What follows belongs to an exercise in optimizing a design on an open flow for small area, a short achievable clock period and few clock cycles per item; a production flow would make more cautious choices. The RTL was checked by simulation tests, not by an equivalence proof against the original design. Power and IR drop assume default switching activity.

==> design.v <==
`timescale 1ns / 1ps
module fc_layer #(
    parameter IN_SIZE = 75,
    parameter OUT_SIZE = 10,
    parameter DATA_WIDTH = 16
)(
    input  wire clk,
    input  wire reset_n,
    input  wire start_fc,
    input  wire data_valid,
    input  wire signed [DATA_WIDTH-1:0] map_in_serial,
    input  wire signed [DATA_WIDTH-1:0] weight_serial,
    input  wire signed [DATA_WIDTH-1:0] bias_serial,
    output reg finish_fc,
    output reg signed [DATA_WIDTH-1:0] predict_out,
    output reg predict_out_valid
);
    localparam IDLE = 2'd0, LD_X = 2'd1, LD_W = 2'd2, LD_B = 2'd3;
    reg [1:0] phase;
    reg [6:0] cnt_i;      
    reg [3:0] cnt_o;      
    reg ring_en;          
    reg ring_ld;          
    reg en;               
    reg first;            
    reg lastp;            
    reg push;             
    reg push2;            
    reg bv;               
    reg b9;               
    reg [15:0] d;         
    reg [7:0] neg, one, two;
    always @(posedge clk or negedge reset_n) begin
        if (!reset_n) begin
            phase <= IDLE;
            cnt_i <= 7'd0;
            cnt_o <= 4'd0;
            ring_en <= 1'b0;
            ring_ld <= 1'b0;
            en <= 1'b0;
            first <= 1'b0;
            lastp <= 1'b0;
            push <= 1'b0;
            push2 <= 1'b0;
            bv <= 1'b0;
            b9 <= 1'b0;
            predict_out_valid <= 1'b0;
            finish_fc <= 1'b0;
        end else begin
            ring_en <= data_valid && (phase == LD_X || phase == LD_W);
            ring_ld <= (phase == LD_X);
            en <= data_valid && (phase == LD_W);
            first <= data_valid && (phase == LD_W) && (cnt_i == 7'd0);
            lastp <= data_valid && (phase == LD_W) && (cnt_i == IN_SIZE-1) && (cnt_o != OUT_SIZE-1);
            push <= lastp;
            push2 <= push;
            bv <= data_valid && (phase == LD_B);
            b9 <= (cnt_o == OUT_SIZE-1);
            predict_out_valid <= bv;
            finish_fc <= bv && b9;
            if (start_fc) begin
                phase <= LD_X;
                cnt_i <= 7'd0;
                cnt_o <= 4'd0;
            end else if (data_valid) begin
                case (phase)
                    LD_X: begin
                        if (cnt_i == IN_SIZE-1) begin
                            cnt_i <= 7'd0;
                            phase <= LD_W;
                        end else
                            cnt_i <= cnt_i + 7'd1;
                    end
                    LD_W: begin
                        if (cnt_i == IN_SIZE-1) begin
                            cnt_i <= 7'd0;
                            if (cnt_o == OUT_SIZE-1) begin
                                cnt_o <= 4'd0;
                                phase <= LD_B;
                            end else
                                cnt_o <= cnt_o + 4'd1;
                        end else
                            cnt_i <= cnt_i + 7'd1;
                    end
                    LD_B: begin
                        if (cnt_o == OUT_SIZE-1) begin
                            cnt_o <= 4'd0;
                            phase <= IDLE;
                        end else
                            cnt_o <= cnt_o + 4'd1;
                    end
                    default: ;
                endcase
            end
        end
    end
    always @(posedge clk) begin
        d <= (phase == LD_X) ? map_in_serial : bias_serial;
    end
    wire [15:0] wv = (data_valid && phase == LD_W) ? weight_serial : 16'd0;
    wire [16:0] wx = {wv, 1'b0};
    integer b;
    always @(posedge clk)
        for (b = 0; b < 8; b = b + 1) begin
            neg[b] <= wx[2*b+2];
            one[b] <= wx[2*b+1] ^ wx[2*b];
            two[b] <= (wx[2*b+2] & ~wx[2*b+1] & ~wx[2*b]) | (~wx[2*b+2] & wx[2*b+1] & wx[2*b]);
        end
    reg [16*IN_SIZE-1:0] ring;
    wire [15:0] x = ring[15:0];
    always @(posedge clk)
        if (ring_en)
            ring <= {ring_ld ? d : x, ring[16*IN_SIZE-1:16]};
    reg [28:0] acc_s, acc_c;
    wire [28:0] as_ = first ? 29'd1638400 : acc_s;
    wire [28:0] ac_ = first ? 29'd0 : acc_c;
    wire pp1;
    wire pp2;
    wire pp3;
    wire pp4;
    wire pp5;
    wire pp6;
    wire pp7;
    wire pp8;
    wire pp9;
    wire pp10;
    wire pp11;
    wire pp12;
    wire pp13;
    wire pp14;
    wire pp15;
    wire pp16;
    wire pp17;
    wire pp18;
    wire pp19;
    wire pp20;
    wire pp21;
    wire pp22;
    wire pp23;
    wire pp24;
    wire pp25;
    wire pp26;
    wire pp27;
    wire pp28;
    wire pp29;
    wire pp30;
    wire pp31;
    wire pp32;
    wire pp33;
    wire pp34;
    wire pp35;
    wire pp36;
    wire pp37;
    wire pp38;
    wire pp39;
    wire pp40;
    wire pp41;
    wire pp42;
    wire pp43;
    wire pp44;
    wire pp45;
    wire pp46;
    wire pp47;
    wire pp48;
    wire pp49;
    wire pp50;
    wire pp51;
    wire pp52;
    wire pp53;
    wire pp54;
    wire pp55;
    wire pp56;
    wire pp57;
    wire pp58;
    wire pp59;
    wire pp60;
    wire pp61;
    wire pp62;
    wire pp63;
    wire pp64;
    wire pp65;
    wire pp66;
    wire pp67;
    wire pp68;
    wire pp69;
    wire pp70;
    wire pp71;
    wire pp72;
    wire pp73;
    wire pp74;
    wire pp75;
    wire pp76;
    wire pp77;
    wire pp78;
    wire pp79;
    wire pp80;
    wire pp81;
    wire pp82;
    wire pp83;
    wire pp84;
    wire pp85;
    wire pp86;
    wire pp87;
    wire pp88;
    wire pp89;
    wire pp90;
    wire pp91;
    wire pp92;
    wire pp93;
    wire pp94;
    wire pp95;
    wire pp96;
    wire pp97;
    wire pp98;
    wire pp99;
    wire pp100;
    wire pp101;
    wire pp102;
    wire pp103;
    wire pp104;
    wire pp105;
    wire pp106;
    wire pp107;
    wire pp108;
    wire pp109;
    wire pp110;
    wire pp111;
    wire pp112;
    wire pp113;
    wire pp114;
    wire pp115;
    wire pp116;
    wire pp117;
    wire pp118;
    wire pp119;
    wire pp120;
    wire pp121;
    wire pp122;
    wire pp123;
    wire pp124;
    wire pp125;
    wire pp126;
    wire pp127;
    wire pp128;
    wire pp129;
    wire pp130;
    wire pp131;
    wire pp132;
    wire pp133;
    wire pp134;
    wire s135;
    wire c136;
    wire s137;
    wire c138;
    wire s139;
    wire c140;
    wire s141;
    wire c142;
    wire s143;
    wire c144;
    wire s145;
    wire c146;
    wire s147;
    wire c148;
    wire s149;
    wire c150;
    wire s151;
    wire c152;
    wire s153;
    wire c154;
    wire s155;
    wire c156;
    wire s157;
    wire c158;
    wire s159;
    wire c160;
    wire s161;
    wire c162;
    wire s163;
    wire c164;
    wire s165;
    wire c166;
    wire s167;
    wire c168;
    wire s169;
    wire c170;
    wire s171;
    wire c172;
    wire s173;
    wire c174;
    wire s175;
    wire c176;
    wire s177;
    wire c178;
    wire s179;
    wire c180;
    wire s181;
    wire c182;
    wire s183;
    wire c184;
    wire s185;
    wire c186;
    wire s187;
    wire c188;
    wire s189;
    wire c190;
    wire s191;
    wire c192;
    wire s193;
    wire c194;
    wire s195;
    wire c196;
    wire s197;
    wire c198;
    wire s199;
    wire c200;
    wire s201;
    wire c202;
    wire s203;
    wire c204;
    wire s205;
    wire c206;
    wire s207;
    wire c208;
    wire s209;
    wire c210;
    wire s211;
    wire c212;
    wire s213;
    wire c214;
    wire s215;
    wire c216;
    wire s217;
    wire c218;
    wire s219;
    wire c220;
    wire s221;
    wire c222;
    wire s223;
    wire c224;
    wire s225;
    wire c226;
    wire s227;
    wire c228;
    wire s229;
    wire c230;
    wire s231;
    wire c232;
    wire s233;
    wire c234;
    wire s235;
    wire c236;
    wire s237;
    wire c238;
    wire s239;
    wire c240;
    wire s241;
    wire c242;
    wire s243;
    wire c244;
    wire s245;
    wire c246;
    wire s247;
    wire c248;
    wire s249;
    wire c250;
    wire s251;
    wire c252;
    wire s253;
    wire c254;
    wire s255;
    wire c256;
    wire s257;
    wire c258;
    wire s259;
    wire c260;
    wire s261;
    wire c262;
    wire s263;
    wire c264;
    wire s265;
    wire c266;
    wire s267;
    wire c268;
    wire s269;
    wire c270;
    wire s271;
    wire c272;
    wire s273;
    wire c274;
    wire s275;
    wire c276;
    wire s277;
    wire c278;
    wire s279;
    wire c280;
    wire s281;
    wire c282;
    wire s283;
    wire c284;
    wire s285;
    wire c286;
    wire s287;
    wire c288;
    wire s289;
    wire c290;
    wire s291;
    wire c292;
    wire s293;
    wire c294;
    wire s295;
    wire c296;
    wire s297;
    wire c298;
    wire s299;
    wire c300;
    wire s301;
    wire c302;
    wire s303;
    wire c304;
    wire s305;
    wire c306;
    wire s307;
    wire c308;
    wire s309;
    wire c310;
    wire s311;
    wire c312;
    wire s313;
    wire c314;
    wire s315;
    wire c316;
    wire s317;
    wire c318;
    wire s319;
    wire c320;
    wire s321;
    wire c322;
    wire s323;
    wire c324;
    wire s325;
    wire c326;
    wire s327;
    wire c328;
    wire s329;
    wire c330;
    wire s331;
    wire c332;
    wire s333;
    wire c334;
    wire s335;
    wire c336;
    wire s337;
    wire c338;
    wire s339;
    wire c340;
    wire s341;
    wire c342;
    wire s343;
    wire c344;
    wire s345;
    wire c346;
    wire s347;
    wire c348;
    wire s349;
    wire c350;
    wire s351;
    wire c352;
    wire s353;
    wire c354;
    wire s355;
    wire c356;
    wire s357;
    wire c358;
    wire s359;
    wire c360;
    wire s361;
    wire c362;
    wire s363;
    wire c364;
    wire s365;
    wire c366;
    wire s367;
    wire c368;
    wire s369;
    wire c370;
    wire s371;
    wire c372;
    wire s373;
    wire c374;
    wire s375;
    wire c376;
    wire s377;
    wire c378;
    wire s379;
    wire c380;
    wire s381;
    wire c382;
    wire s383;
    wire c384;
    wire s385;
    wire c386;
    wire s387;
    wire c388;
    wire s389;
    wire c390;
    wire s391;
    wire c392;
    wire s393;
    wire c394;
    wire s395;
    wire c396;
    wire s397;
    wire c398;
    wire s399;
    wire c400;
    wire s401;
    wire c402;
    wire s403;
    wire c404;
    wire s405;
    wire c406;
    wire s407;
    wire c408;
    wire s409;
    wire c410;
    wire s411;
    wire c412;
    wire s413;
    wire c414;
    wire s415;
    wire c416;
    wire s417;
    wire c418;
    wire s419;
    wire c420;
    wire s421;
    wire c422;
    wire s423;
    wire c424;
    wire s425;
    wire c426;
    wire s427;
    wire c428;
    wire s429;
    wire c430;
    wire s431;
    wire c432;
    wire s433;
    wire c434;
    wire s435;
    wire c436;
    wire s437;
    wire c438;
    wire s439;
    wire c440;
    wire s441;
    wire c442;
    wire s443;
    wire c444;
    wire s445;
    wire c446;
    wire s447;
    wire c448;
    wire s449;
    wire c450;
    wire s451;
    wire c452;
    wire s453;
    wire c454;
    wire s455;
    wire c456;
    wire s457;
    wire c458;
    wire s459;
    wire c460;
    assign pp1 = ((one[0] & x[0])) ^ neg[0];
    assign pp2 = ((one[0] & x[1]) | (two[0] & x[0])) ^ neg[0];
    assign pp3 = ((one[0] & x[2]) | (two[0] & x[1])) ^ neg[0];
    assign pp4 = ((one[0] & x[3]) | (two[0] & x[2])) ^ neg[0];
    assign pp5 = ((one[0] & x[4]) | (two[0] & x[3])) ^ neg[0];
    assign pp6 = ((one[0] & x[5]) | (two[0] & x[4])) ^ neg[0];
    assign pp7 = ((one[0] & x[6]) | (two[0] & x[5])) ^ neg[0];
    assign pp8 = ((one[0] & x[7]) | (two[0] & x[6])) ^ neg[0];
    assign pp9 = ((one[0] & x[8]) | (two[0] & x[7])) ^ neg[0];
    assign pp10 = ((one[0] & x[9]) | (two[0] & x[8])) ^ neg[0];
    assign pp11 = ((one[0] & x[10]) | (two[0] & x[9])) ^ neg[0];
    assign pp12 = ((one[0] & x[11]) | (two[0] & x[10])) ^ neg[0];
    assign pp13 = ((one[0] & x[12]) | (two[0] & x[11])) ^ neg[0];
    assign pp14 = ((one[0] & x[13]) | (two[0] & x[12])) ^ neg[0];
    assign pp15 = ((one[0] & x[14]) | (two[0] & x[13])) ^ neg[0];
    assign pp16 = ((one[0] & x[15]) | (two[0] & x[14])) ^ neg[0];
    assign pp17 = en & ~(((one[0] & x[15]) | (two[0] & x[15])) ^ neg[0]);
    assign pp18 = ((one[1] & x[0])) ^ neg[1];
    assign pp19 = ((one[1] & x[1]) | (two[1] & x[0])) ^ neg[1];
    assign pp20 = ((one[1] & x[2]) | (two[1] & x[1])) ^ neg[1];
    assign pp21 = ((one[1] & x[3]) | (two[1] & x[2])) ^ neg[1];
    assign pp22 = ((one[1] & x[4]) | (two[1] & x[3])) ^ neg[1];
    assign pp23 = ((one[1] & x[5]) | (two[1] & x[4])) ^ neg[1];
    assign pp24 = ((one[1] & x[6]) | (two[1] & x[5])) ^ neg[1];
    assign pp25 = ((one[1] & x[7]) | (two[1] & x[6])) ^ neg[1];
    assign pp26 = ((one[1] & x[8]) | (two[1] & x[7])) ^ neg[1];
    assign pp27 = ((one[1] & x[9]) | (two[1] & x[8])) ^ neg[1];
    assign pp28 = ((one[1] & x[10]) | (two[1] & x[9])) ^ neg[1];
    assign pp29 = ((one[1] & x[11]) | (two[1] & x[10])) ^ neg[1];
    assign pp30 = ((one[1] & x[12]) | (two[1] & x[11])) ^ neg[1];
    assign pp31 = ((one[1] & x[13]) | (two[1] & x[12])) ^ neg[1];
    assign pp32 = ((one[1] & x[14]) | (two[1] & x[13])) ^ neg[1];
    assign pp33 = ((one[1] & x[15]) | (two[1] & x[14])) ^ neg[1];
    assign pp34 = en & ~(((one[1] & x[15]) | (two[1] & x[15])) ^ neg[1]);
    assign pp35 = ((one[2] & x[0])) ^ neg[2];
    assign pp36 = ((one[2] & x[1]) | (two[2] & x[0])) ^ neg[2];
    assign pp37 = ((one[2] & x[2]) | (two[2] & x[1])) ^ neg[2];
    assign pp38 = ((one[2] & x[3]) | (two[2] & x[2])) ^ neg[2];
    assign pp39 = ((one[2] & x[4]) | (two[2] & x[3])) ^ neg[2];
    assign pp40 = ((one[2] & x[5]) | (two[2] & x[4])) ^ neg[2];
    assign pp41 = ((one[2] & x[6]) | (two[2] & x[5])) ^ neg[2];
    assign pp42 = ((one[2] & x[7]) | (two[2] & x[6])) ^ neg[2];
    assign pp43 = ((one[2] & x[8]) | (two[2] & x[7])) ^ neg[2];
    assign pp44 = ((one[2] & x[9]) | (two[2] & x[8])) ^ neg[2];
    assign pp45 = ((one[2] & x[10]) | (two[2] & x[9])) ^ neg[2];
    assign pp46 = ((one[2] & x[11]) | (two[2] & x[10])) ^ neg[2];
    assign pp47 = ((one[2] & x[12]) | (two[2] & x[11])) ^ neg[2];
    assign pp48 = ((one[2] & x[13]) | (two[2] & x[12])) ^ neg[2];
    assign pp49 = ((one[2] & x[14]) | (two[2] & x[13])) ^ neg[2];
    assign pp50 = ((one[2] & x[15]) | (two[2] & x[14])) ^ neg[2];
    assign pp51 = en & ~(((one[2] & x[15]) | (two[2] & x[15])) ^ neg[2]);
    assign pp52 = ((one[3] & x[0])) ^ neg[3];
    assign pp53 = ((one[3] & x[1]) | (two[3] & x[0])) ^ neg[3];
    assign pp54 = ((one[3] & x[2]) | (two[3] & x[1])) ^ neg[3];
    assign pp55 = ((one[3] & x[3]) | (two[3] & x[2])) ^ neg[3];
    assign pp56 = ((one[3] & x[4]) | (two[3] & x[3])) ^ neg[3];
    assign pp57 = ((one[3] & x[5]) | (two[3] & x[4])) ^ neg[3];
    assign pp58 = ((one[3] & x[6]) | (two[3] & x[5])) ^ neg[3];
    assign pp59 = ((one[3] & x[7]) | (two[3] & x[6])) ^ neg[3];
    assign pp60 = ((one[3] & x[8]) | (two[3] & x[7])) ^ neg[3];
    assign pp61 = ((one[3] & x[9]) | (two[3] & x[8])) ^ neg[3];
    assign pp62 = ((one[3] & x[10]) | (two[3] & x[9])) ^ neg[3];
    assign pp63 = ((one[3] & x[11]) | (two[3] & x[10])) ^ neg[3];
    assign pp64 = ((one[3] & x[12]) | (two[3] & x[11])) ^ neg[3];
    assign pp65 = ((one[3] & x[13]) | (two[3] & x[12])) ^ neg[3];
    assign pp66 = ((one[3] & x[14]) | (two[3] & x[13])) ^ neg[3];
    assign pp67 = ((one[3] & x[15]) | (two[3] & x[14])) ^ neg[3];
    assign pp68 = en & ~(((one[3] & x[15]) | (two[3] & x[15])) ^ neg[3]);
    assign pp69 = ((one[4] & x[0])) ^ neg[4];
    assign pp70 = ((one[4] & x[1]) | (two[4] & x[0])) ^ neg[4];
    assign pp71 = ((one[4] & x[2]) | (two[4] & x[1])) ^ neg[4];
    assign pp72 = ((one[4] & x[3]) | (two[4] & x[2])) ^ neg[4];
    assign pp73 = ((one[4] & x[4]) | (two[4] & x[3])) ^ neg[4];
    assign pp74 = ((one[4] & x[5]) | (two[4] & x[4])) ^ neg[4];
    assign pp75 = ((one[4] & x[6]) | (two[4] & x[5])) ^ neg[4];
    assign pp76 = ((one[4] & x[7]) | (two[4] & x[6])) ^ neg[4];
    assign pp77 = ((one[4] & x[8]) | (two[4] & x[7])) ^ neg[4];
    assign pp78 = ((one[4] & x[9]) | (two[4] & x[8])) ^ neg[4];
    assign pp79 = ((one[4] & x[10]) | (two[4] & x[9])) ^ neg[4];
    assign pp80 = ((one[4] & x[11]) | (two[4] & x[10])) ^ neg[4];
    assign pp81 = ((one[4] & x[12]) | (two[4] & x[11])) ^ neg[4];
    assign pp82 = ((one[4] & x[13]) | (two[4] & x[12])) ^ neg[4];
    assign pp83 = ((one[4] & x[14]) | (two[4] & x[13])) ^ neg[4];
    assign pp84 = ((one[4] & x[15]) | (two[4] & x[14])) ^ neg[4];
    assign pp85 = en & ~(((one[4] & x[15]) | (two[4] & x[15])) ^ neg[4]);
    assign pp86 = ((one[5] & x[0])) ^ neg[5];
    assign pp87 = ((one[5] & x[1]) | (two[5] & x[0])) ^ neg[5];
    assign pp88 = ((one[5] & x[2]) | (two[5] & x[1])) ^ neg[5];
    assign pp89 = ((one[5] & x[3]) | (two[5] & x[2])) ^ neg[5];
    assign pp90 = ((one[5] & x[4]) | (two[5] & x[3])) ^ neg[5];
    assign pp91 = ((one[5] & x[5]) | (two[5] & x[4])) ^ neg[5];
    assign pp92 = ((one[5] & x[6]) | (two[5] & x[5])) ^ neg[5];
    assign pp93 = ((one[5] & x[7]) | (two[5] & x[6])) ^ neg[5];
    assign pp94 = ((one[5] & x[8]) | (two[5] & x[7])) ^ neg[5];
    assign pp95 = ((one[5] & x[9]) | (two[5] & x[8])) ^ neg[5];
    assign pp96 = ((one[5] & x[10]) | (two[5] & x[9])) ^ neg[5];
    assign pp97 = ((one[5] & x[11]) | (two[5] & x[10])) ^ neg[5];
    assign pp98 = ((one[5] & x[12]) | (two[5] & x[11])) ^ neg[5];
    assign pp99 = ((one[5] & x[13]) | (two[5] & x[12])) ^ neg[5];
    assign pp100 = ((one[5] & x[14]) | (two[5] & x[13])) ^ neg[5];
    assign pp101 = ((one[5] & x[15]) | (two[5] & x[14])) ^ neg[5];
    assign pp102 = en & ~(((one[5] & x[15]) | (two[5] & x[15])) ^ neg[5]);
    assign pp103 = ((one[6] & x[0])) ^ neg[6];
    assign pp104 = ((one[6] & x[1]) | (two[6] & x[0])) ^ neg[6];
    assign pp105 = ((one[6] & x[2]) | (two[6] & x[1])) ^ neg[6];
    assign pp106 = ((one[6] & x[3]) | (two[6] & x[2])) ^ neg[6];
    assign pp107 = ((one[6] & x[4]) | (two[6] & x[3])) ^ neg[6];
    assign pp108 = ((one[6] & x[5]) | (two[6] & x[4])) ^ neg[6];
    assign pp109 = ((one[6] & x[6]) | (two[6] & x[5])) ^ neg[6];
    assign pp110 = ((one[6] & x[7]) | (two[6] & x[6])) ^ neg[6];
    assign pp111 = ((one[6] & x[8]) | (two[6] & x[7])) ^ neg[6];
    assign pp112 = ((one[6] & x[9]) | (two[6] & x[8])) ^ neg[6];
    assign pp113 = ((one[6] & x[10]) | (two[6] & x[9])) ^ neg[6];
    assign pp114 = ((one[6] & x[11]) | (two[6] & x[10])) ^ neg[6];
    assign pp115 = ((one[6] & x[12]) | (two[6] & x[11])) ^ neg[6];
    assign pp116 = ((one[6] & x[13]) | (two[6] & x[12])) ^ neg[6];
    assign pp117 = ((one[6] & x[14]) | (two[6] & x[13])) ^ neg[6];
    assign pp118 = ((one[6] & x[15]) | (two[6] & x[14])) ^ neg[6];
    assign pp119 = en & ~(((one[6] & x[15]) | (two[6] & x[15])) ^ neg[6]);
    assign pp120 = ((one[7] & x[0])) ^ neg[7];
    assign pp121 = ((one[7] & x[1]) | (two[7] & x[0])) ^ neg[7];
    assign pp122 = ((one[7] & x[2]) | (two[7] & x[1])) ^ neg[7];
    assign pp123 = ((one[7] & x[3]) | (two[7] & x[2])) ^ neg[7];
    assign pp124 = ((one[7] & x[4]) | (two[7] & x[3])) ^ neg[7];
    assign pp125 = ((one[7] & x[5]) | (two[7] & x[4])) ^ neg[7];
    assign pp126 = ((one[7] & x[6]) | (two[7] & x[5])) ^ neg[7];
    assign pp127 = ((one[7] & x[7]) | (two[7] & x[6])) ^ neg[7];
    assign pp128 = ((one[7] & x[8]) | (two[7] & x[7])) ^ neg[7];
    assign pp129 = ((one[7] & x[9]) | (two[7] & x[8])) ^ neg[7];
    assign pp130 = ((one[7] & x[10]) | (two[7] & x[9])) ^ neg[7];
    assign pp131 = ((one[7] & x[11]) | (two[7] & x[10])) ^ neg[7];
    assign pp132 = ((one[7] & x[12]) | (two[7] & x[11])) ^ neg[7];
    assign pp133 = ((one[7] & x[13]) | (two[7] & x[12])) ^ neg[7];
    assign pp134 = ((one[7] & x[14]) | (two[7] & x[13])) ^ neg[7];
    assign s135 = pp13 ^ pp28;
    assign c136 = pp13 & pp28;
    assign s137 = pp14 ^ pp29;
    assign c138 = pp14 & pp29;
    assign s139 = pp15 ^ pp30 ^ pp45;
    assign c140 = (pp15 & pp30) | (pp15 & pp45) | (pp30 & pp45);
    assign s141 = pp60 ^ pp75;
    assign c142 = pp60 & pp75;
    assign s143 = pp16 ^ pp31 ^ pp46;
    assign c144 = (pp16 & pp31) | (pp16 & pp46) | (pp31 & pp46);
    assign s145 = pp61 ^ pp76;
    assign c146 = pp61 & pp76;
    assign s147 = pp17 ^ pp32 ^ pp47;
    assign c148 = (pp17 & pp32) | (pp17 & pp47) | (pp32 & pp47);
    assign s149 = pp62 ^ pp77;
    assign c150 = pp62 & pp77;
    assign s151 = pp33 ^ pp48 ^ pp63;
    assign c152 = (pp33 & pp48) | (pp33 & pp63) | (pp48 & pp63);
    assign s153 = pp34 ^ pp49;
    assign c154 = pp34 & pp49;
    assign s155 = pp7 ^ pp22;
    assign c156 = pp7 & pp22;
    assign s157 = pp8 ^ pp23;
    assign c158 = pp8 & pp23;
    assign s159 = pp9 ^ pp24 ^ pp39;
    assign c160 = (pp9 & pp24) | (pp9 & pp39) | (pp24 & pp39);
    assign s161 = pp54 ^ pp69;
    assign c162 = pp54 & pp69;
    assign s163 = pp10 ^ pp25 ^ pp40;
    assign c164 = (pp10 & pp25) | (pp10 & pp40) | (pp25 & pp40);
    assign s165 = pp55 ^ pp70;
    assign c166 = pp55 & pp70;
    assign s167 = pp11 ^ pp26 ^ pp41;
    assign c168 = (pp11 & pp26) | (pp11 & pp41) | (pp26 & pp41);
    assign s169 = pp56 ^ pp71 ^ pp86;
    assign c170 = (pp56 & pp71) | (pp56 & pp86) | (pp71 & pp86);
    assign s171 = neg[5] ^ as_[10];
    assign c172 = neg[5] & as_[10];
    assign s173 = pp12 ^ pp27 ^ pp42;
    assign c174 = (pp12 & pp27) | (pp12 & pp42) | (pp27 & pp42);
    assign s175 = pp57 ^ pp72 ^ pp87;
    assign c176 = (pp57 & pp72) | (pp57 & pp87) | (pp72 & pp87);
    assign s177 = as_[11] ^ ac_[11];
    assign c178 = as_[11] & ac_[11];
    assign s179 = s135 ^ pp43 ^ pp58;
    assign c180 = (s135 & pp43) | (s135 & pp58) | (pp43 & pp58);
    assign s181 = pp73 ^ pp88 ^ pp103;
    assign c182 = (pp73 & pp88) | (pp73 & pp103) | (pp88 & pp103);
    assign s183 = neg[6] ^ as_[12] ^ ac_[12];
    assign c184 = (neg[6] & as_[12]) | (neg[6] & ac_[12]) | (as_[12] & ac_[12]);
    assign s185 = c136 ^ s137 ^ pp44;
    assign c186 = (c136 & s137) | (c136 & pp44) | (s137 & pp44);
    assign s187 = pp59 ^ pp74 ^ pp89;
    assign c188 = (pp59 & pp74) | (pp59 & pp89) | (pp74 & pp89);
    assign s189 = pp104 ^ as_[13] ^ ac_[13];
    assign c190 = (pp104 & as_[13]) | (pp104 & ac_[13]) | (as_[13] & ac_[13]);
    assign s191 = c138 ^ s139 ^ s141;
    assign c192 = (c138 & s139) | (c138 & s141) | (s139 & s141);
    assign s193 = pp90 ^ pp105 ^ pp120;
    assign c194 = (pp90 & pp105) | (pp90 & pp120) | (pp105 & pp120);
    assign s195 = neg[7] ^ as_[14] ^ ac_[14];
    assign c196 = (neg[7] & as_[14]) | (neg[7] & ac_[14]) | (as_[14] & ac_[14]);
    assign s197 = c140 ^ c142 ^ s143;
    assign c198 = (c140 & c142) | (c140 & s143) | (c142 & s143);
    assign s199 = s145 ^ pp91 ^ pp106;
    assign c200 = (s145 & pp91) | (s145 & pp106) | (pp91 & pp106);
    assign s201 = pp121 ^ as_[15] ^ ac_[15];
    assign c202 = (pp121 & as_[15]) | (pp121 & ac_[15]) | (as_[15] & ac_[15]);
    assign s203 = c144 ^ c146 ^ s147;
    assign c204 = (c144 & c146) | (c144 & s147) | (c146 & s147);
    assign s205 = s149 ^ pp92 ^ pp107;
    assign c206 = (s149 & pp92) | (s149 & pp107) | (pp92 & pp107);
    assign s207 = pp122 ^ as_[16] ^ ac_[16];
    assign c208 = (pp122 & as_[16]) | (pp122 & ac_[16]) | (as_[16] & ac_[16]);
    assign s209 = c148 ^ c150 ^ s151;
    assign c210 = (c148 & c150) | (c148 & s151) | (c150 & s151);
    assign s211 = pp78 ^ pp93 ^ pp108;
    assign c212 = (pp78 & pp93) | (pp78 & pp108) | (pp93 & pp108);
    assign s213 = pp123 ^ as_[17] ^ ac_[17];
    assign c214 = (pp123 & as_[17]) | (pp123 & ac_[17]) | (as_[17] & ac_[17]);
    assign s215 = c152 ^ s153 ^ pp64;
    assign c216 = (c152 & s153) | (c152 & pp64) | (s153 & pp64);
    assign s217 = pp79 ^ pp94 ^ pp109;
    assign c218 = (pp79 & pp94) | (pp79 & pp109) | (pp94 & pp109);
    assign s219 = pp124 ^ as_[18] ^ ac_[18];
    assign c220 = (pp124 & as_[18]) | (pp124 & ac_[18]) | (as_[18] & ac_[18]);
    assign s221 = c154 ^ pp50 ^ pp65;
    assign c222 = (c154 & pp50) | (c154 & pp65) | (pp50 & pp65);
    assign s223 = pp80 ^ pp95 ^ pp110;
    assign c224 = (pp80 & pp95) | (pp80 & pp110) | (pp95 & pp110);
    assign s225 = pp125 ^ as_[19] ^ ac_[19];
    assign c226 = (pp125 & as_[19]) | (pp125 & ac_[19]) | (as_[19] & ac_[19]);
    assign s227 = pp51 ^ pp66 ^ pp81;
    assign c228 = (pp51 & pp66) | (pp51 & pp81) | (pp66 & pp81);
    assign s229 = pp96 ^ pp111 ^ pp126;
    assign c230 = (pp96 & pp111) | (pp96 & pp126) | (pp111 & pp126);
    assign s231 = as_[20] ^ ac_[20];
    assign c232 = as_[20] & ac_[20];
    assign s233 = pp67 ^ pp82 ^ pp97;
    assign c234 = (pp67 & pp82) | (pp67 & pp97) | (pp82 & pp97);
    assign s235 = pp112 ^ pp127 ^ as_[21];
    assign c236 = (pp112 & pp127) | (pp112 & as_[21]) | (pp127 & as_[21]);
    assign s237 = pp68 ^ pp83 ^ pp98;
    assign c238 = (pp68 & pp83) | (pp68 & pp98) | (pp83 & pp98);
    assign s239 = pp113 ^ pp128;
    assign c240 = pp113 & pp128;
    assign s241 = pp84 ^ pp99 ^ pp114;
    assign c242 = (pp84 & pp99) | (pp84 & pp114) | (pp99 & pp114);
    assign s243 = pp85 ^ pp100;
    assign c244 = pp85 & pp100;
    assign s245 = pp3 ^ pp18;
    assign c246 = pp3 & pp18;
    assign s247 = pp4 ^ pp19;
    assign c248 = pp4 & pp19;
    assign s249 = pp5 ^ pp20 ^ pp35;
    assign c250 = (pp5 & pp20) | (pp5 & pp35) | (pp20 & pp35);
    assign s251 = neg[2] ^ as_[4];
    assign c252 = neg[2] & as_[4];
    assign s253 = pp6 ^ pp21 ^ pp36;
    assign c254 = (pp6 & pp21) | (pp6 & pp36) | (pp21 & pp36);
    assign s255 = as_[5] ^ ac_[5];
    assign c256 = as_[5] & ac_[5];
    assign s257 = s155 ^ pp37 ^ pp52;
    assign c258 = (s155 & pp37) | (s155 & pp52) | (pp37 & pp52);
    assign s259 = neg[3] ^ as_[6] ^ ac_[6];
    assign c260 = (neg[3] & as_[6]) | (neg[3] & ac_[6]) | (as_[6] & ac_[6]);
    assign s261 = c156 ^ s157 ^ pp38;
    assign c262 = (c156 & s157) | (c156 & pp38) | (s157 & pp38);
    assign s263 = pp53 ^ as_[7] ^ ac_[7];
    assign c264 = (pp53 & as_[7]) | (pp53 & ac_[7]) | (as_[7] & ac_[7]);
    assign s265 = c158 ^ s159 ^ s161;
    assign c266 = (c158 & s159) | (c158 & s161) | (s159 & s161);
    assign s267 = neg[4] ^ as_[8] ^ ac_[8];
    assign c268 = (neg[4] & as_[8]) | (neg[4] & ac_[8]) | (as_[8] & ac_[8]);
    assign s269 = c160 ^ c162 ^ s163;
    assign c270 = (c160 & c162) | (c160 & s163) | (c162 & s163);
    assign s271 = s165 ^ as_[9] ^ ac_[9];
    assign c272 = (s165 & as_[9]) | (s165 & ac_[9]) | (as_[9] & ac_[9]);
    assign s273 = c164 ^ c166 ^ s167;
    assign c274 = (c164 & c166) | (c164 & s167) | (c166 & s167);
    assign s275 = s169 ^ s171 ^ ac_[10];
    assign c276 = (s169 & s171) | (s169 & ac_[10]) | (s171 & ac_[10]);
    assign s277 = c168 ^ c170 ^ c172;
    assign c278 = (c168 & c170) | (c168 & c172) | (c170 & c172);
    assign s279 = s173 ^ s175 ^ s177;
    assign c280 = (s173 & s175) | (s173 & s177) | (s175 & s177);
    assign s281 = c174 ^ c176 ^ c178;
    assign c282 = (c174 & c176) | (c174 & c178) | (c176 & c178);
    assign s283 = s179 ^ s181 ^ s183;
    assign c284 = (s179 & s181) | (s179 & s183) | (s181 & s183);
    assign s285 = c180 ^ c182 ^ c184;
    assign c286 = (c180 & c182) | (c180 & c184) | (c182 & c184);
    assign s287 = s185 ^ s187 ^ s189;
    assign c288 = (s185 & s187) | (s185 & s189) | (s187 & s189);
    assign s289 = c186 ^ c188 ^ c190;
    assign c290 = (c186 & c188) | (c186 & c190) | (c188 & c190);
    assign s291 = s191 ^ s193 ^ s195;
    assign c292 = (s191 & s193) | (s191 & s195) | (s193 & s195);
    assign s293 = c192 ^ c194 ^ c196;
    assign c294 = (c192 & c194) | (c192 & c196) | (c194 & c196);
    assign s295 = s197 ^ s199 ^ s201;
    assign c296 = (s197 & s199) | (s197 & s201) | (s199 & s201);
    assign s297 = c198 ^ c200 ^ c202;
    assign c298 = (c198 & c200) | (c198 & c202) | (c200 & c202);
    assign s299 = s203 ^ s205 ^ s207;
    assign c300 = (s203 & s205) | (s203 & s207) | (s205 & s207);
    assign s301 = c204 ^ c206 ^ c208;
    assign c302 = (c204 & c206) | (c204 & c208) | (c206 & c208);
    assign s303 = s209 ^ s211 ^ s213;
    assign c304 = (s209 & s211) | (s209 & s213) | (s211 & s213);
    assign s305 = c210 ^ c212 ^ c214;
    assign c306 = (c210 & c212) | (c210 & c214) | (c212 & c214);
    assign s307 = s215 ^ s217 ^ s219;
    assign c308 = (s215 & s217) | (s215 & s219) | (s217 & s219);
    assign s309 = c216 ^ c218 ^ c220;
    assign c310 = (c216 & c218) | (c216 & c220) | (c218 & c220);
    assign s311 = s221 ^ s223 ^ s225;
    assign c312 = (s221 & s223) | (s221 & s225) | (s223 & s225);
    assign s313 = c222 ^ c224 ^ c226;
    assign c314 = (c222 & c224) | (c222 & c226) | (c224 & c226);
    assign s315 = s227 ^ s229 ^ s231;
    assign c316 = (s227 & s229) | (s227 & s231) | (s229 & s231);
    assign s317 = c228 ^ c230 ^ c232;
    assign c318 = (c228 & c230) | (c228 & c232) | (c230 & c232);
    assign s319 = s233 ^ s235 ^ ac_[21];
    assign c320 = (s233 & s235) | (s233 & ac_[21]) | (s235 & ac_[21]);
    assign s321 = c234 ^ c236 ^ s237;
    assign c322 = (c234 & c236) | (c234 & s237) | (c236 & s237);
    assign s323 = s239 ^ as_[22] ^ ac_[22];
    assign c324 = (s239 & as_[22]) | (s239 & ac_[22]) | (as_[22] & ac_[22]);
    assign s325 = c238 ^ c240 ^ s241;
    assign c326 = (c238 & c240) | (c238 & s241) | (c240 & s241);
    assign s327 = pp129 ^ as_[23] ^ ac_[23];
    assign c328 = (pp129 & as_[23]) | (pp129 & ac_[23]) | (as_[23] & ac_[23]);
    assign s329 = c242 ^ s243 ^ pp115;
    assign c330 = (c242 & s243) | (c242 & pp115) | (s243 & pp115);
    assign s331 = pp130 ^ as_[24] ^ ac_[24];
    assign c332 = (pp130 & as_[24]) | (pp130 & ac_[24]) | (as_[24] & ac_[24]);
    assign s333 = c244 ^ pp101 ^ pp116;
    assign c334 = (c244 & pp101) | (c244 & pp116) | (pp101 & pp116);
    assign s335 = pp131 ^ as_[25] ^ ac_[25];
    assign c336 = (pp131 & as_[25]) | (pp131 & ac_[25]) | (as_[25] & ac_[25]);
    assign s337 = pp102 ^ pp117 ^ pp132;
    assign c338 = (pp102 & pp117) | (pp102 & pp132) | (pp117 & pp132);
    assign s339 = as_[26] ^ ac_[26];
    assign c340 = as_[26] & ac_[26];
    assign s341 = pp118 ^ pp133 ^ as_[27];
    assign c342 = (pp118 & pp133) | (pp118 & as_[27]) | (pp133 & as_[27]);
    assign s343 = pp119 ^ pp134;
    assign c344 = pp119 & pp134;
    assign s345 = pp1 ^ neg[0];
    assign c346 = pp1 & neg[0];
    assign s347 = pp2 ^ as_[1];
    assign c348 = pp2 & as_[1];
    assign s349 = s245 ^ neg[1] ^ as_[2];
    assign c350 = (s245 & neg[1]) | (s245 & as_[2]) | (neg[1] & as_[2]);
    assign s351 = c246 ^ s247 ^ as_[3];
    assign c352 = (c246 & s247) | (c246 & as_[3]) | (s247 & as_[3]);
    assign s353 = c248 ^ s249 ^ s251;
    assign c354 = (c248 & s249) | (c248 & s251) | (s249 & s251);
    assign s355 = c250 ^ c252 ^ s253;
    assign c356 = (c250 & c252) | (c250 & s253) | (c252 & s253);
    assign s357 = c254 ^ c256 ^ s257;
    assign c358 = (c254 & c256) | (c254 & s257) | (c256 & s257);
    assign s359 = c258 ^ c260 ^ s261;
    assign c360 = (c258 & c260) | (c258 & s261) | (c260 & s261);
    assign s361 = c262 ^ c264 ^ s265;
    assign c362 = (c262 & c264) | (c262 & s265) | (c264 & s265);
    assign s363 = c266 ^ c268 ^ s269;
    assign c364 = (c266 & c268) | (c266 & s269) | (c268 & s269);
    assign s365 = c270 ^ c272 ^ s273;
    assign c366 = (c270 & c272) | (c270 & s273) | (c272 & s273);
    assign s367 = c274 ^ c276 ^ s277;
    assign c368 = (c274 & c276) | (c274 & s277) | (c276 & s277);
    assign s369 = c278 ^ c280 ^ s281;
    assign c370 = (c278 & c280) | (c278 & s281) | (c280 & s281);
    assign s371 = c282 ^ c284 ^ s285;
    assign c372 = (c282 & c284) | (c282 & s285) | (c284 & s285);
    assign s373 = c286 ^ c288 ^ s289;
    assign c374 = (c286 & c288) | (c286 & s289) | (c288 & s289);
    assign s375 = c290 ^ c292 ^ s293;
    assign c376 = (c290 & c292) | (c290 & s293) | (c292 & s293);
    assign s377 = c294 ^ c296 ^ s297;
    assign c378 = (c294 & c296) | (c294 & s297) | (c296 & s297);
    assign s379 = c298 ^ c300 ^ s301;
    assign c380 = (c298 & c300) | (c298 & s301) | (c300 & s301);
    assign s381 = c302 ^ c304 ^ s305;
    assign c382 = (c302 & c304) | (c302 & s305) | (c304 & s305);
    assign s383 = c306 ^ c308 ^ s309;
    assign c384 = (c306 & c308) | (c306 & s309) | (c308 & s309);
    assign s385 = c310 ^ c312 ^ s313;
    assign c386 = (c310 & c312) | (c310 & s313) | (c312 & s313);
    assign s387 = c314 ^ c316 ^ s317;
    assign c388 = (c314 & c316) | (c314 & s317) | (c316 & s317);
    assign s389 = c318 ^ c320 ^ s321;
    assign c390 = (c318 & c320) | (c318 & s321) | (c320 & s321);
    assign s391 = c322 ^ c324 ^ s325;
    assign c392 = (c322 & c324) | (c322 & s325) | (c324 & s325);
    assign s393 = c326 ^ c328 ^ s329;
    assign c394 = (c326 & c328) | (c326 & s329) | (c328 & s329);
    assign s395 = c330 ^ c332 ^ s333;
    assign c396 = (c330 & c332) | (c330 & s333) | (c332 & s333);
    assign s397 = c334 ^ c336 ^ s337;
    assign c398 = (c334 & c336) | (c334 & s337) | (c336 & s337);
    assign s399 = c338 ^ c340 ^ s341;
    assign c400 = (c338 & c340) | (c338 & s341) | (c340 & s341);
    assign s401 = c342 ^ s343 ^ as_[28];
    assign c402 = (c342 & s343) | (c342 & as_[28]) | (s343 & as_[28]);
    assign s403 = s345 ^ as_[0];
    assign c404 = s345 & as_[0];
    assign s405 = c346 ^ s347 ^ ac_[1];
    assign c406 = (c346 & s347) | (c346 & ac_[1]) | (s347 & ac_[1]);
    assign s407 = c348 ^ s349 ^ ac_[2];
    assign c408 = (c348 & s349) | (c348 & ac_[2]) | (s349 & ac_[2]);
    assign s409 = c350 ^ s351 ^ ac_[3];
    assign c410 = (c350 & s351) | (c350 & ac_[3]) | (s351 & ac_[3]);
    assign s411 = c352 ^ s353 ^ ac_[4];
    assign c412 = (c352 & s353) | (c352 & ac_[4]) | (s353 & ac_[4]);
    assign s413 = c354 ^ s355 ^ s255;
    assign c414 = (c354 & s355) | (c354 & s255) | (s355 & s255);
    assign s415 = c356 ^ s357 ^ s259;
    assign c416 = (c356 & s357) | (c356 & s259) | (s357 & s259);
    assign s417 = c358 ^ s359 ^ s263;
    assign c418 = (c358 & s359) | (c358 & s263) | (s359 & s263);
    assign s419 = c360 ^ s361 ^ s267;
    assign c420 = (c360 & s361) | (c360 & s267) | (s361 & s267);
    assign s421 = c362 ^ s363 ^ s271;
    assign c422 = (c362 & s363) | (c362 & s271) | (s363 & s271);
    assign s423 = c364 ^ s365 ^ s275;
    assign c424 = (c364 & s365) | (c364 & s275) | (s365 & s275);
    assign s425 = c366 ^ s367 ^ s279;
    assign c426 = (c366 & s367) | (c366 & s279) | (s367 & s279);
    assign s427 = c368 ^ s369 ^ s283;
    assign c428 = (c368 & s369) | (c368 & s283) | (s369 & s283);
    assign s429 = c370 ^ s371 ^ s287;
    assign c430 = (c370 & s371) | (c370 & s287) | (s371 & s287);
    assign s431 = c372 ^ s373 ^ s291;
    assign c432 = (c372 & s373) | (c372 & s291) | (s373 & s291);
    assign s433 = c374 ^ s375 ^ s295;
    assign c434 = (c374 & s375) | (c374 & s295) | (s375 & s295);
    assign s435 = c376 ^ s377 ^ s299;
    assign c436 = (c376 & s377) | (c376 & s299) | (s377 & s299);
    assign s437 = c378 ^ s379 ^ s303;
    assign c438 = (c378 & s379) | (c378 & s303) | (s379 & s303);
    assign s439 = c380 ^ s381 ^ s307;
    assign c440 = (c380 & s381) | (c380 & s307) | (s381 & s307);
    assign s441 = c382 ^ s383 ^ s311;
    assign c442 = (c382 & s383) | (c382 & s311) | (s383 & s311);
    assign s443 = c384 ^ s385 ^ s315;
    assign c444 = (c384 & s385) | (c384 & s315) | (s385 & s315);
    assign s445 = c386 ^ s387 ^ s319;
    assign c446 = (c386 & s387) | (c386 & s319) | (s387 & s319);
    assign s447 = c388 ^ s389 ^ s323;
    assign c448 = (c388 & s389) | (c388 & s323) | (s389 & s323);
    assign s449 = c390 ^ s391 ^ s327;
    assign c450 = (c390 & s391) | (c390 & s327) | (s391 & s327);
    assign s451 = c392 ^ s393 ^ s331;
    assign c452 = (c392 & s393) | (c392 & s331) | (s393 & s331);
    assign s453 = c394 ^ s395 ^ s335;
    assign c454 = (c394 & s395) | (c394 & s335) | (s395 & s335);
    assign s455 = c396 ^ s397 ^ s339;
    assign c456 = (c396 & s397) | (c396 & s339) | (s397 & s339);
    assign s457 = c398 ^ s399 ^ ac_[27];
    assign c458 = (c398 & s399) | (c398 & ac_[27]) | (s399 & ac_[27]);
    assign s459 = c400 ^ s401 ^ ac_[28];
    assign c460 = (c400 & s401) | (c400 & ac_[28]) | (s401 & ac_[28]);
    always @(posedge clk) begin
        acc_s <= {c458, c456, c454, c452, c450, c448, c446, c444, c442, c440, c438, c436, c434, c432, c430, c428, c426, c424, c422, c420, c418, c416, c414, c412, c410, c408, c406, c404, s403};
        acc_c <= {s459, s457, s455, s453, s451, s449, s447, s445, s443, s441, s439, s437, s435, s433, s431, s429, s427, s425, s423, s421, s419, s417, s415, s413, s411, s409, s407, s405, ac_[0]};
    end
    wire [28:0] sum = acc_s + acc_c;
    reg [15:0] sum_r;     
    always @(posedge clk)
        sum_r <= sum[28:13];
    reg [16*(OUT_SIZE-1)-1:0] psum;
    always @(posedge clk)
        if (push2 || (bv && !b9))
            psum <= {sum_r, psum[16*(OUT_SIZE-1)-1:16]};
    always @(posedge clk)
        predict_out <= (b9 ? sum_r : psum[15:0]) + d;
endmodule
==> flow/run.sh <==
#!/bin/bash
# Standard ORFS layout (the standard.sh, unchanged synthesis and steps).
# Only difference: the resizer's repair_timing is asked for a setup margin,
# so it works on paths well below the 15 ns period, and ABC maps for a
# shorter period. The SDC (period, I/O delays, loads) is not changed.
set -euo pipefail
bash standard.sh SETUP_SLACK_MARGIN=11.0 ABC_CLOCK_PERIOD_IN_PS=3800 finish > standard_flow.log 2>&1
==> standard.sh <==
#!/bin/bash
# synth_recipe.tcl (not shown) runs the flow's synth.tcl, then flattens the netlist and writes it again
# the make line also repeats each setting of config.mk as NAME=value (left out here)
make -C /OpenROAD-flow-scripts/flow DESIGN_CONFIG=/design/flow/config.mk WORK_HOME=/design/flow/orfs CLKGATE_MAP_FILE= SYNTH_SCRIPT=/design/flow/synth_recipe.tcl "${@:-finish}"
==> config.mk <==
export PLATFORM = sky130hd
export DESIGN_NAME = fc_layer
export DESIGN_NICKNAME = fc_layer
export VERILOG_FILES = /design/flow/design.v
export SDC_FILE = /design/flow/constraint.sdc
export NUM_CORES = 4
export LEC_CHECK = 0
export CAP_MARGIN = 20
export CORE_MARGIN = 2
export CORE_UTILIZATION = 50
export PLACE_DENSITY = 0.6
export SLEW_MARGIN = 20
export SYNTH_MEMORY_MAX_BITS = 16384
==> constraint.sdc <==
create_clock -name core_clock -period 15.0 [get_ports {clk}]
set_input_delay 3.0000 -clock core_clock [delete_from_list [all_inputs] [get_ports {clk}]]
set_output_delay 3.0000 -clock core_clock [all_outputs]
set_load 0.01 [all_outputs]
==> results.txt, run 1 <==
syn_area_per_cell = 20.1 um2
GRT met3 Usage = 3.70%
root buf cell = clkbuf_16
Tightest Hold Check Type = flop to flop
DIE AREA = 109000 um2
Initial DRT Pass Iterations = 5
core area = 105000 um2
Max Root-Sink Buffers = 3
Residual DRC = 0
Netlist Area Pre-Place = 53100 um2
top-count cell post-synth = edfxtp_1
setup TNS = 0 ns
CTS sink cnt = 1497
Post-Layout Cell Count = 4310
global-route usage over all layers = 15.7%
ratio of final minimum period to clock period = 28.3%
n_diodes = 0
Reg clk slew, reported paths = 0.06 ns
detail-routed via count per cell = 5.18
die height = 330 um
Crit Path Max Fanout = 1
Worst VDD drop = 0.127 mV
EDFF count, synth = 1344
met1 Use GR = 23.3%
register area share after synthesis = 82.1%
mux contribution to synthesized area = 1.12%
GR Overflow Total = 0
Fin. Hold Viols = 0
Yosys top cell area share = 76.1%
unrepaired setup endpoints after global routing = true
routed wire length = 83300 um
dpl cells = 4027
Synth top cells by count = 1344 x edfxtp_1, 157 x inv_1, 138 x fa_1
Ports = 70
area leader, netlist = edfxtp_1
Antenna Nets Post-Route = 0
gr busiest metal = met1
Cell Rows = 119
XOR/XNOR share of the synthesized area = 2.84%
setup ws final = 10.76 ns
worst hold path stage count = 0
Sw Ratio = 19.4%
Sequential Power Share = 56.5%
pwr dens = 142 nW/um2
Die Width = 330 um
compound-gate portion of the synthesized area = 3.17%
Crit path arrival time = 1.24 ns
Net Sw Power = 0.00166 W
synth top area cells = edfxtp_1 76%, fa_1 5.2%, dfxtp_1 4.9%
Inserted Clock Buffers = 148
P_int = 0.00690 W
simple-gate share of the synthesized area = 2.17%
GR met2 Demand/Resource = 22.6%
fin crit period = 4.24 ns
skew final = 0.0258 ns
syn nets = 2895
Final HPWL DP = 45100 um
GP Congestion = 0.855
status = no timing/DRC/antenna violations
Worst-Skew Late Latency = 0.75 ns
worst hold start = push
Gate Count Post-Synth = 2634
Crit path required time = 12.00 ns
layout cells sized above 1 = 12.3%
Vias = 22330
Worst Setup Start Kind = flop
CTS tree = done
Area Overhead vs Synth = 13.6%
largest family of logic cells by synthesized area = adder cells
Critical R2R Launch = ring[8]
Setup WS pre-CTS = 10.11 ns
crit path cell chain = buf_2
initial antenna violation count = 2
drt wl/cell = 19.3 um
WS Path Type = flop to primary output
Worst-Margin Slew = 1.07 ns
Warnings, synthesis = 1
Setup crit end kind = primary output
Leak = 21.4 nW
normalized max-slew margin = 28.5%
global-route wire length before repair = 132000 um
Seq cells post-synth = 1497
hold-fix buffers at CTS = 0
final setup fails = 0
Top FF cell, synth = edfxtp_1
Adder-Cell Fraction of Synth Area = 6.88%
FF-to-FF path depth = 9
Starting Density = 50.4%
Synth cell types = 60
Clock H-tree levels = 4
vias in the first global route = 23261
largest net degree at the start of global routing = 206
CP max-delay cell = dfrtp_1
CP delay by family, top = flip-flops
combinational power share = 1.6%
Largest stage delay, worst path = 0.36 ns
nets = 3068
Worst Path Buf+Inv = 1
Clk pwr share = 42.0%
initial drt markers = 1896
Final Slew Violations = 0
number of cells on the critical path = 1
port bufs = 69
Max Freq = 236 MHz
# Max-Cap Violations = 0
Async SR Flop Fraction = 1.60%
CP Launch Point = predict_out_valid
-- what timing repair did --
action,in CTS,in global routing
setup buffers,12,9
resized for setup,89,23
setup endpoints to repair,106,111
endpoints found under the hold margin,0,0
-- flip-flops by register name, summed over array words and instances (netlist names), 2 cells and up --
| name | count |
|---|---|
| predict_out | 16 |
| ring | 1200 |
| acc_c | 28 |
| one | 8 |
| neg | 8 |
| phase | 2 |
| cnt_i | 7 |
| acc_s | 29 |
| sum_r | 16 |
| two | 8 |
| psum | 144 |
| d | 16 |
| cnt_o | 4 |
-- per-layer routing --
layer  up-vias  wire, um  share of wire [%]
met2       492     36600                 44
met1     11534     40300                 48
met3       185      4080                4.9
met5         -        13              0.016
li1      10117         -                  -
met4         2      2240                2.7
-- logic make-up (layout without fill, tap and decap cells) --
kind of cell             after synthesis  in the layout
flip-flops                          1497           1497
buffers and inverters                247            532
AO/OA/AOI/OAI                        234            234
AND/OR/NAND/NOR                      222            222
adder cells (fa/ha/maj)              209            209
XOR/XNOR                             172            172
multiplexers                          53             53
-- worst register-to-register path, stage by stage, from the launching register on --
cell and delay, ns:
edfxtp_1 0.95, a22oi_1 0.24, xnor2_1 0.19, ha_1 0.32
fa_1 0.54, inv_1 0.06, fa_1 0.41, fa_1 0.52
inv_1 0.06, fa_1 0.44
-- through the flow --
| step | instance area, um2 | total power, W | hold slack (ns) | util (%) |
|---|---|---|---|---|
| 2_1_floorplan | 53100 | 0.00500 | 0.331 | - |
| 3_3_place_gp | 55400 | 0.00504 | 0.346 | 52.6 |
| 3_5_place_dp | 55400 | 0.00505 | 0.338 | 52.6 |
| 4_1_cts | 60200 | 0.00869 | 0.364 | 57.1 |
| 5_1_grt | 60300 | 0.00888 | 0.365 | 57.3 |
| 6_report | 60300 | 0.00856 | 0.364 | 57.3 |
-- power groups by stage --
stage | Combinational (W) | Sequential [W] | Clock, W
2_1_floorplan | 0.0000341 | 0.00497 | 0
3_3_place_gp | 0.000123 | 0.00492 | 0
3_5_place_dp | 0.000127 | 0.00492 | 0
4_1_cts | 0.000130 | 0.00484 | 0.00372
5_1_grt | 0.000148 | 0.00485 | 0.00388
6_report | 0.000133 | 0.00483 | 0.00359
-- cells in the final DEF (no fill, tap or decap), types with 8 or more instances in the layout --
master and instances:
a21o_1 11, a21oi_1 33, a22oi_1 120, and2_1 8, and3_1 14, buf_2 8
buf_4 38, buf_6 14, bufinv_16 13, clkbuf_1 38, clkbuf_16 151, clkdlybuf4s50_1 48
clkinv_1 20, clkinv_2 15, dfrtp_1 22, dfxtp_1 111, dfxtp_2 18, edfxtp_1 1344
fa_1 138, ha_1 71, inv_1 157, inv_6 8, mux2_2 49, nand2_1 40
nand2b_1 25, nand3_1 10, nor2_1 53, nor2b_1 36, nor3_1 9, o21ai_0 24
xnor2_1 113, xor2_1 59
-- cell type report --
cell class                      count  area, um2
Clock buffer                      193       3980
Clock inverter                     69        772
Fill cell                        7676      45000
Inverter                          157        589
Multi-Input combinational cell    890       8600
Sequential cell                  1497      43600
Tap cell                         1391       1740
Timing Repair Buffer              113       1040
-- worst paths after layout --
path | endpoint | slack, ns
max in group asynchronous | ring_en | 12.34
setup / recovery | predict_out_valid | 10.76
hold reg to reg | push2 | 0.36
min in group asynchronous | finish_fc | 2.24
setup reg to reg | acc_c[17] | 11.15
hold / removal | push2 | 0.36
Testbench counts, summed over its fixed seeds: cycles 53,568, images 64.
==> run 2, diff against run 1 <==
--- a/config.mk
+++ b/config.mk
@@ -9,4 +9,6 @@
 export CORE_MARGIN = 2
 export CORE_UTILIZATION = 50
+export CTS_CLUSTER_DIAMETER = 100
+export CTS_CLUSTER_SIZE = 30
 export PLACE_DENSITY = 0.6
 export SLEW_MARGIN = 20
==> run 2 against run 1 <==
Against the previous run: still clean; via count fell by 3.2%; register-to-register slack barely moved; final cell count fell by 4.0%; global-route usage fell by 0.82 points; routed wire length fell by 3.8%; clock-buffer cell count fell by 117; critical path depth did not move; first-iteration DRC count fell by 4.9%; final area fell by 4.9%; highest routed layer unchanged.
==> results.txt, run 2 <==
core area = 105000 um2 (unchanged)
Worst VDD drop = 0.119 mV (-6.2%)
Fin. Hold Viols = 0 (unchanged)
EDFF count, synth = 1344 (unchanged)
Inserted Clock Buffers = 59 (-60%)
Hold Crit Endpoint = push2
# Max-Cap Violations = 0 (unchanged)
area leader, netlist = edfxtp_1
global-route usage over all layers = 14.8% (-0.82 points)
Worst Path Buf+Inv = 1 (unchanged)
most flop-heavy register = ring
Leak = 20.0 nW (-6.7%)
Worst Setup Start Kind = flop
CTS tree = done
top layer in use = met5
Cell Rows = 119 (unchanged)
synth top area cells = edfxtp_1 76%, fa_1 5.2%, dfxtp_1 4.9%
crit path cell chain = buf_2
reg2reg end = acc_c[17]
ratio of final minimum period to clock period = 28.3% (+0.031 points)
FF-to-FF setup slack = 11.14 ns (about the same)
Final HPWL DP = 45100 um (unchanged)
detail-routed via count per cell = 5.23 (+0.92%)
final setup fails = 0 (unchanged)
CP delay by family, top = flip-flops
WS Path Type = flop to primary output
Top FF cell, synth = edfxtp_1
Fill cells = 7933 (+3.3%)
Design Area, Final = 57300 um2 (-4.9%)
Top Registers = ring x1200, psum x144, acc_s x29
skew final = 0.0483 ns (+0.0225 ns)
met2 wire len = 35700 um (-2.6%)
commonest cells after routing, fill and taps aside = 1344 x edfxtp_1, 157 x inv_1, 138 x fa_1, 120 x a22oi_1, 113 x xnor2_1
fin crit period = 4.24 ns (+0.00470 ns)
unrepaired setup endpoints after global routing = true
Reg clk slew, reported paths = 0.11 ns (+0.05 ns)
global-route wire length before repair = 126000 um (-4.2%)
commonest non-fill, non-tap cell in the layout = edfxtp_1
GP Congestion = 0.855 (unchanged)
largest net degree at the start of global routing = 206 (unchanged)
GR Overflow Total = 0 (unchanged)
DIE AREA = 109000 um2 (unchanged)
top-count cell post-synth = edfxtp_1
Largest register FFs = 1200 (unchanged)
Max Root-Sink Buffers = 3 (unchanged)
Synth top cells by count = 1344 x edfxtp_1, 157 x inv_1, 138 x fa_1
initial antenna violation count = 2 (unchanged)
Antenna Nets Post-Route = 0 (unchanged)
Max Freq = 236 MHz (-0.11%)
total power = 0.00691 W (-19%)
Residual DRC = 0 (unchanged)
Async SR Flop Fraction = 1.60% (unchanged)
Crit Path Max Fanout = 1 (unchanged)
n_diodes = 0 (unchanged)
Gate Count Post-Synth = 2634 (unchanged)
Starting Density = 50.4% (unchanged)
vias in the first global route = 21930 (-5.7%)
Post-Route Utilization = 54.4% (-2.8 points)
Worst-Skew Late Latency = 0.72 ns (-0.03 ns)
Worst-Margin Slew = 1.11 ns (+0.0379 ns)
register area share after synthesis = 82.1% (unchanged)
setup TNS = 0 ns (unchanged)
layout cells sized above 1 = 8.27% (-4.0 points)
Crit path required time = 12.00 ns (about the same)
placed cell areas = 55400 um2 (unchanged)
drt wl/cell = 19.4 um (+0.22%)
Crit path arrival time = 1.24 ns (about the same)
syn_area_per_cell = 20.1 um2 (unchanged)
CP max-delay cell = dfrtp_1
Tightest Hold Check Type = flop to flop
Warnings, synthesis = 1 (unchanged)
pwr dens = 121 nW/um2 (-15%)
Synth cell types = 60 (unchanged)
Clock H-tree levels = 2 (-2)
initial drt markers = 1803 (-4.9%)
Largest stage delay, worst path = 0.39 ns (+0.03 ns)
syn nets = 2895 (unchanged)
Critical R2R Launch = ring[8]
die height = 330 um (unchanged)
worst hold path stage count = 0 (unchanged)
Routed met3 length = 3380 um (-17%)
Area Overhead vs Synth = 8.02%
Netlist Area Pre-Place = 53100 um2 (unchanged)
routed wire length = 80100 um (-3.8%)
FF-to-FF path depth = 9 (unchanged)
normalized max-slew margin = 26.0% (-2.5 points)
Setup crit end kind = primary output
Seq cells post-synth = 1497 (unchanged)
root buf cell = clkbuf_16
Die Width = 330 um (unchanged)
Vias = 21626 (-3.2%)
Final Slew Violations = 0 (unchanged)
wl on met1 = 39400 um (-2.3%)
status = no timing/DRC/antenna violations
CTS sink cnt = 1497 (unchanged)
Initial DRT Pass Iterations = 5 (unchanged)
worst hold start = push
Ports = 70 (unchanged)
nets = 2979 (-2.9%)
port bufs = 69 (unchanged)
Yosys top cell area share = 76.1% (unchanged)
run 2: cell counts after synthesis:
No cell type changed its count.
run 2: repair_timing:
item,4_1_cts,5_1_grt
setup buffers,12,9
gates resized for setup,94,20
endpoints found under the setup margin,108,55
cloned,0,0
hold buffers,0,0
run 2: logic make-up after synthesis:
kind of cell             Yosys count  synth area share, %
AO/OA/AOI/OAI                    234                 3.17
XOR/XNOR                         172                 2.84
adder cells (fa/ha/maj)          209                 6.88
buffers and inverters            247                 1.75
flip-flops                      1497                 82.1
multiplexers                      53                 1.12
AND/OR/NAND/NOR                  222                 2.17
run 2: worst max path at each step:
stage,slack [ns],cells past startpoint,startpoint,endpoint
after floorplan,6.18,0,ring_en,ring[0]
after CTS,10.69,1,predict_out_valid,predict_out_valid
after global routing,10.69,1,predict_out_valid,predict_out_valid
after global placement,10.14,6,data_valid,cnt_i[6]
after detailed placement,10.11,4,data_valid,first
final,10.76,1,predict_out_valid,predict_out_valid
run 2: area by class of cell:
class                   count  area, um2  area share, %
clock inverters            12        205          0.358
repair buffers            113       1040           1.82
inverters                 157        589           1.03
well taps                1391       1740           3.04
clock buffers              76       1560           2.72
flip-flops and latches   1497      43600           76.0
multi-input cells         890       8600           15.0
run 2: per-layer routing:
metal  vias to the layer above  global-route usage (%)
li1                       9845                       -
met1                     11309                    22.9
met2                       353                    22.0
met3                       117                    2.70
met4                         2                    3.73
met5                         -                       0
run 2: where the power goes:
group          internal (W)  switching [W]  leakage (nW)
logic             0.0000405      0.0000929          4.60
clock network      0.000776        0.00117         0.857
registers           0.00475      0.0000714          14.5
run 2: per-stage QoR:
step	setup WS, ns	std cells	hold slack, ns
CTS	10.69	4127	0.370
global route	10.69	4136	0.372
finish	10.76	4136	0.364
detailed placement	10.11	4027	0.338
floorplan	6.18	2634	0.331
global placement	10.14	4027	0.346
==> run 3, diff against run 2 <==
--- a/config.mk
+++ b/config.mk
@@ -9,6 +9,6 @@
 export CORE_MARGIN = 2
 export CORE_UTILIZATION = 50
-export CTS_CLUSTER_DIAMETER = 100
-export CTS_CLUSTER_SIZE = 30
+export CTS_CLUSTER_DIAMETER = 60
+export CTS_CLUSTER_SIZE = 25
 export PLACE_DENSITY = 0.6
 export SLEW_MARGIN = 20
==> run 3 against run 2 <==
Against the previous run: clock skew fell by 0.017 ns; non-clock buffer count did not move; power rose by 16%; final area increased by 3.6%; final cell count increased by 2.7%; first-iteration DRC count increased by 13%; critical endpoint unchanged; critical path depth did not move; largest cell class unchanged; die area unchanged; routed wire length grew 1.4%; clock power grew 56%.
==> results.txt, run 3 <==
Seq cells post-synth = 1497 (unchanged)
reg2reg end = acc_c[17]
WS Path Type = flop to primary output
Crit Path Max Fanout = 1 (unchanged)
commonest cells after routing, fill and taps aside = 1344 x edfxtp_1, 157 x inv_1, 138 x fa_1, 120 x a22oi_1, 113 x xnor2_1
crit path cell chain = buf_2
Worst Path Buf+Inv = 1 (unchanged)
normalized max-slew margin = 28.8% (+2.8 points)
global-route wire length before repair = 128000 um (+1.6%)
Leak = 20.9 nW (+4.9%)
placed cell areas = 55400 um2 (unchanged)
Yosys top cell area share = 76.1% (unchanged)
Final Slew Violations = 0 (unchanged)
initial drt markers = 2035 (+13%)
Synth cell types = 60 (unchanged)
Fin. Hold Viols = 0 (unchanged)
initial antenna violation count = 2 (unchanged)
simple-gate share of the synthesized area = 2.17% (unchanged)
FF-to-FF path depth = 9 (unchanged)
global-route usage over all layers = 15.1% (+0.26 points)
Max Freq = 238 MHz (+1.0%)
Clock H-tree levels = 3 (+1)
mux contribution to synthesized area = 1.12% (unchanged)
largest net degree at the start of global routing = 206 (unchanged)
Worst-Margin Slew = 1.07 ns (-0.0425 ns)
ratio of final minimum period to clock period = 28.0% (-0.28 points)
FF-to-FF setup slack = 11.12 ns (-0.02 ns)
Largest stage delay, worst path = 0.37 ns (-0.02 ns)
vias in the first global route = 22452 (+2.4%)
GR Overflow Total = 0 (unchanged)
CTS sink cnt = 1497 (unchanged)
# Max-Cap Violations = 0 (unchanged)
total power = 0.00801 W (+16%)
commonest non-fill, non-tap cell in the layout = edfxtp_1
Hold Crit Endpoint = push2
skew final = 0.0311 ns (-0.0172 ns)
most flop-heavy register = ring
GP Congestion = 0.855 (unchanged)
pwr dens = 135 nW/um2 (+12%)
Initial DRT Pass Iterations = 5 (unchanged)
Post-Route Utilization = 56.4% (+1.9 points)
nets = 3026 (+1.6%)
synth top area cells = edfxtp_1 76%, fa_1 5.2%, dfxtp_1 4.9%
detail-routed via count per cell = 5.19 (-0.71%)
Critical R2R Launch = ring[8]
final setup fails = 0 (unchanged)
Worst Setup Start Kind = flop
Setup crit end kind = primary output
area leader, netlist = edfxtp_1
Crit path arrival time = 1.20 ns (-0.04 ns)
Async SR Flop Fraction = 1.60% (unchanged)
die height = 330 um (unchanged)
unrepaired setup endpoints after global routing = true
routed wire length = 81200 um (+1.4%)
worst hold path stage count = 0 (unchanged)
Residual DRC = 0 (unchanged)
Gate Count Post-Synth = 2634 (unchanged)
CP Launch Point = predict_out_valid
Die Width = 330 um (unchanged)
Worst VDD drop = 0.130 mV (+9.1%)
syn nets = 2895 (unchanged)
Crit path required time = 12.00 ns (about the same)
Netlist Area Pre-Place = 53100 um2 (unchanged)
CP max-delay cell = dfrtp_1
layout cells sized above 1 = 12.0% (+3.7 points)
worst hold start = push
port bufs = 69 (unchanged)
Max Root-Sink Buffers = 3 (unchanged)
CTS tree = done
setup TNS = 0 ns (unchanged)
compound-gate portion of the synthesized area = 3.17% (unchanged)
Design Area, Final = 59400 um2 (+3.6%)
Reg clk slew, reported paths = 0.06 ns (-0.05 ns)
drt wl/cell = 19.1 um (-1.3%)
status = no timing/DRC/antenna violations
core area = 105000 um2 (unchanged)
Final HPWL DP = 45100 um (unchanged)
root buf cell = clkbuf_16
Area Overhead vs Synth = 11.9%
largest family of logic cells by synthesized area = adder cells
Inserted Clock Buffers = 106 (+80%)
Starting Density = 50.4% (unchanged)
Warnings, synthesis = 1 (unchanged)
Largest register FFs = 1200 (unchanged)
Top Registers = ring x1200, psum x144, acc_s x29
DIE AREA = 109000 um2 (unchanged)
Adder-Cell Fraction of Synth Area = 6.88% (unchanged)
Cell Rows = 119 (unchanged)
Tightest Hold Check Type = flop to flop
fin crit period = 4.20 ns (-0.0424 ns)
Top FF cell, synth = edfxtp_1
top-count cell post-synth = edfxtp_1
Synth top cells by count = 1344 x edfxtp_1, 157 x inv_1, 138 x fa_1
Ports = 70 (unchanged)
CP delay by family, top = flip-flops
EDFF count, synth = 1344 (unchanged)
syn_area_per_cell = 20.1 um2 (unchanged)
Vias = 22054 (+2.0%)
XOR/XNOR share of the synthesized area = 2.84% (unchanged)
Worst-Skew Late Latency = 0.71 ns (about the same)
register area share after synthesis = 82.1% (unchanged)
Antenna Nets Post-Route = 0 (unchanged)
-- run 3: metrics by stage --
| stage | instances | worst slack (ns) | hold WS [ns] |
|---|---|---|---|
| floorplan | 2634 | 6.18 | 0.331 |
| global placement | 4027 | 10.14 | 0.346 |
| detailed placement | 4027 | 10.11 | 0.338 |
| CTS | 4238 | 10.74 | 0.372 |
| global route | 4247 | 10.73 | 0.385 |
| finish | 4248 | 10.80 | 0.375 |
-- run 3: worst max path at each step --
stage	end	slack (ns)	depth (start not counted)
after floorplan	ring[0]	6.18	0
after global placement	cnt_i[6]	10.14	6
after detailed placement	first	10.11	4
after CTS	predict_out_valid	10.74	1
after global routing	predict_out_valid	10.73	1
final	predict_out_valid	10.80	1
-- run 3: per-layer routing --
metal	part of all wire [%]	vias to the layer above	track usage [%]
met5	0.033	-	0
met4	2.6	4	4.63
met3	4.5	156	3.10
met2	44	418	22.0
met1	49	11444	23.1
li1	-	10032	-
-- run 3: area by class of cell --
class,instances,area [um2]
Fill cell,7757,45900
Antenna cell,1,2.50
Sequential cell,1497,43600
Tap cell,1391,1740
Clock buffer,111,2680
Timing Repair Buffer,113,1040
Inverter,157,589
Multi-Input combinational cell,890,8600
Clock inverter,88,1130
-- run 3: repair_timing --
| action | in CTS | in global routing |
|---|---|---|
| hold buffers | 0 | 0 |
| hold endpoints to repair | 0 | 0 |
| setup buffers | 12 | 9 |
| setup endpoints to repair | 110 | 115 |
| resized for setup | 89 | 23 |
-- run 3: power by group --
part / total [W] / internal, W / switching, W
Combinational: 0.000133 / 0.0000402 / 0.0000930
Sequential: 0.00483 / 0.00475 / 0.0000714
Clock: 0.00305 / 0.00152 / 0.00153
Total: 0.00801 / 0.00632 / 0.00170
-- run 3: logic make-up after synthesis --
family          Yosys count
compound gates          234
xor+xnor                172
fa+ha+maj               209
buf+inv                 247
flops                  1497
mux                      53
simple gates            222

-- afterwards: timing with drivers on the ports --
How much do the figures lean on ideal ports? The routed layouts below were timed once more, with nothing changed but the port constraints. Step 1 sets driving cells, clkbuf_16 on the clock port and buf_2 on the other inputs (assumed; they add their load-dependent delay and slew). Step 2 times the ports against the registers' clock, not the clock port: input delays grow and output delays shrink by t, the midpoint of the rising clock arrivals with the driver on. Slacks: ideal ports / drivers / drivers and shift; pairs: ideal ports / drivers.
run | shift t [ns] | setup slack, ns
run 1 | 0.803 | 10.761 / 10.692 / 10.658
run 2 | 0.765 | 10.756 / 10.688 / 10.673
run 3 | 0.758 | 10.798 / 10.732 / 10.683
After both steps setup and hold are still met in every run listed.
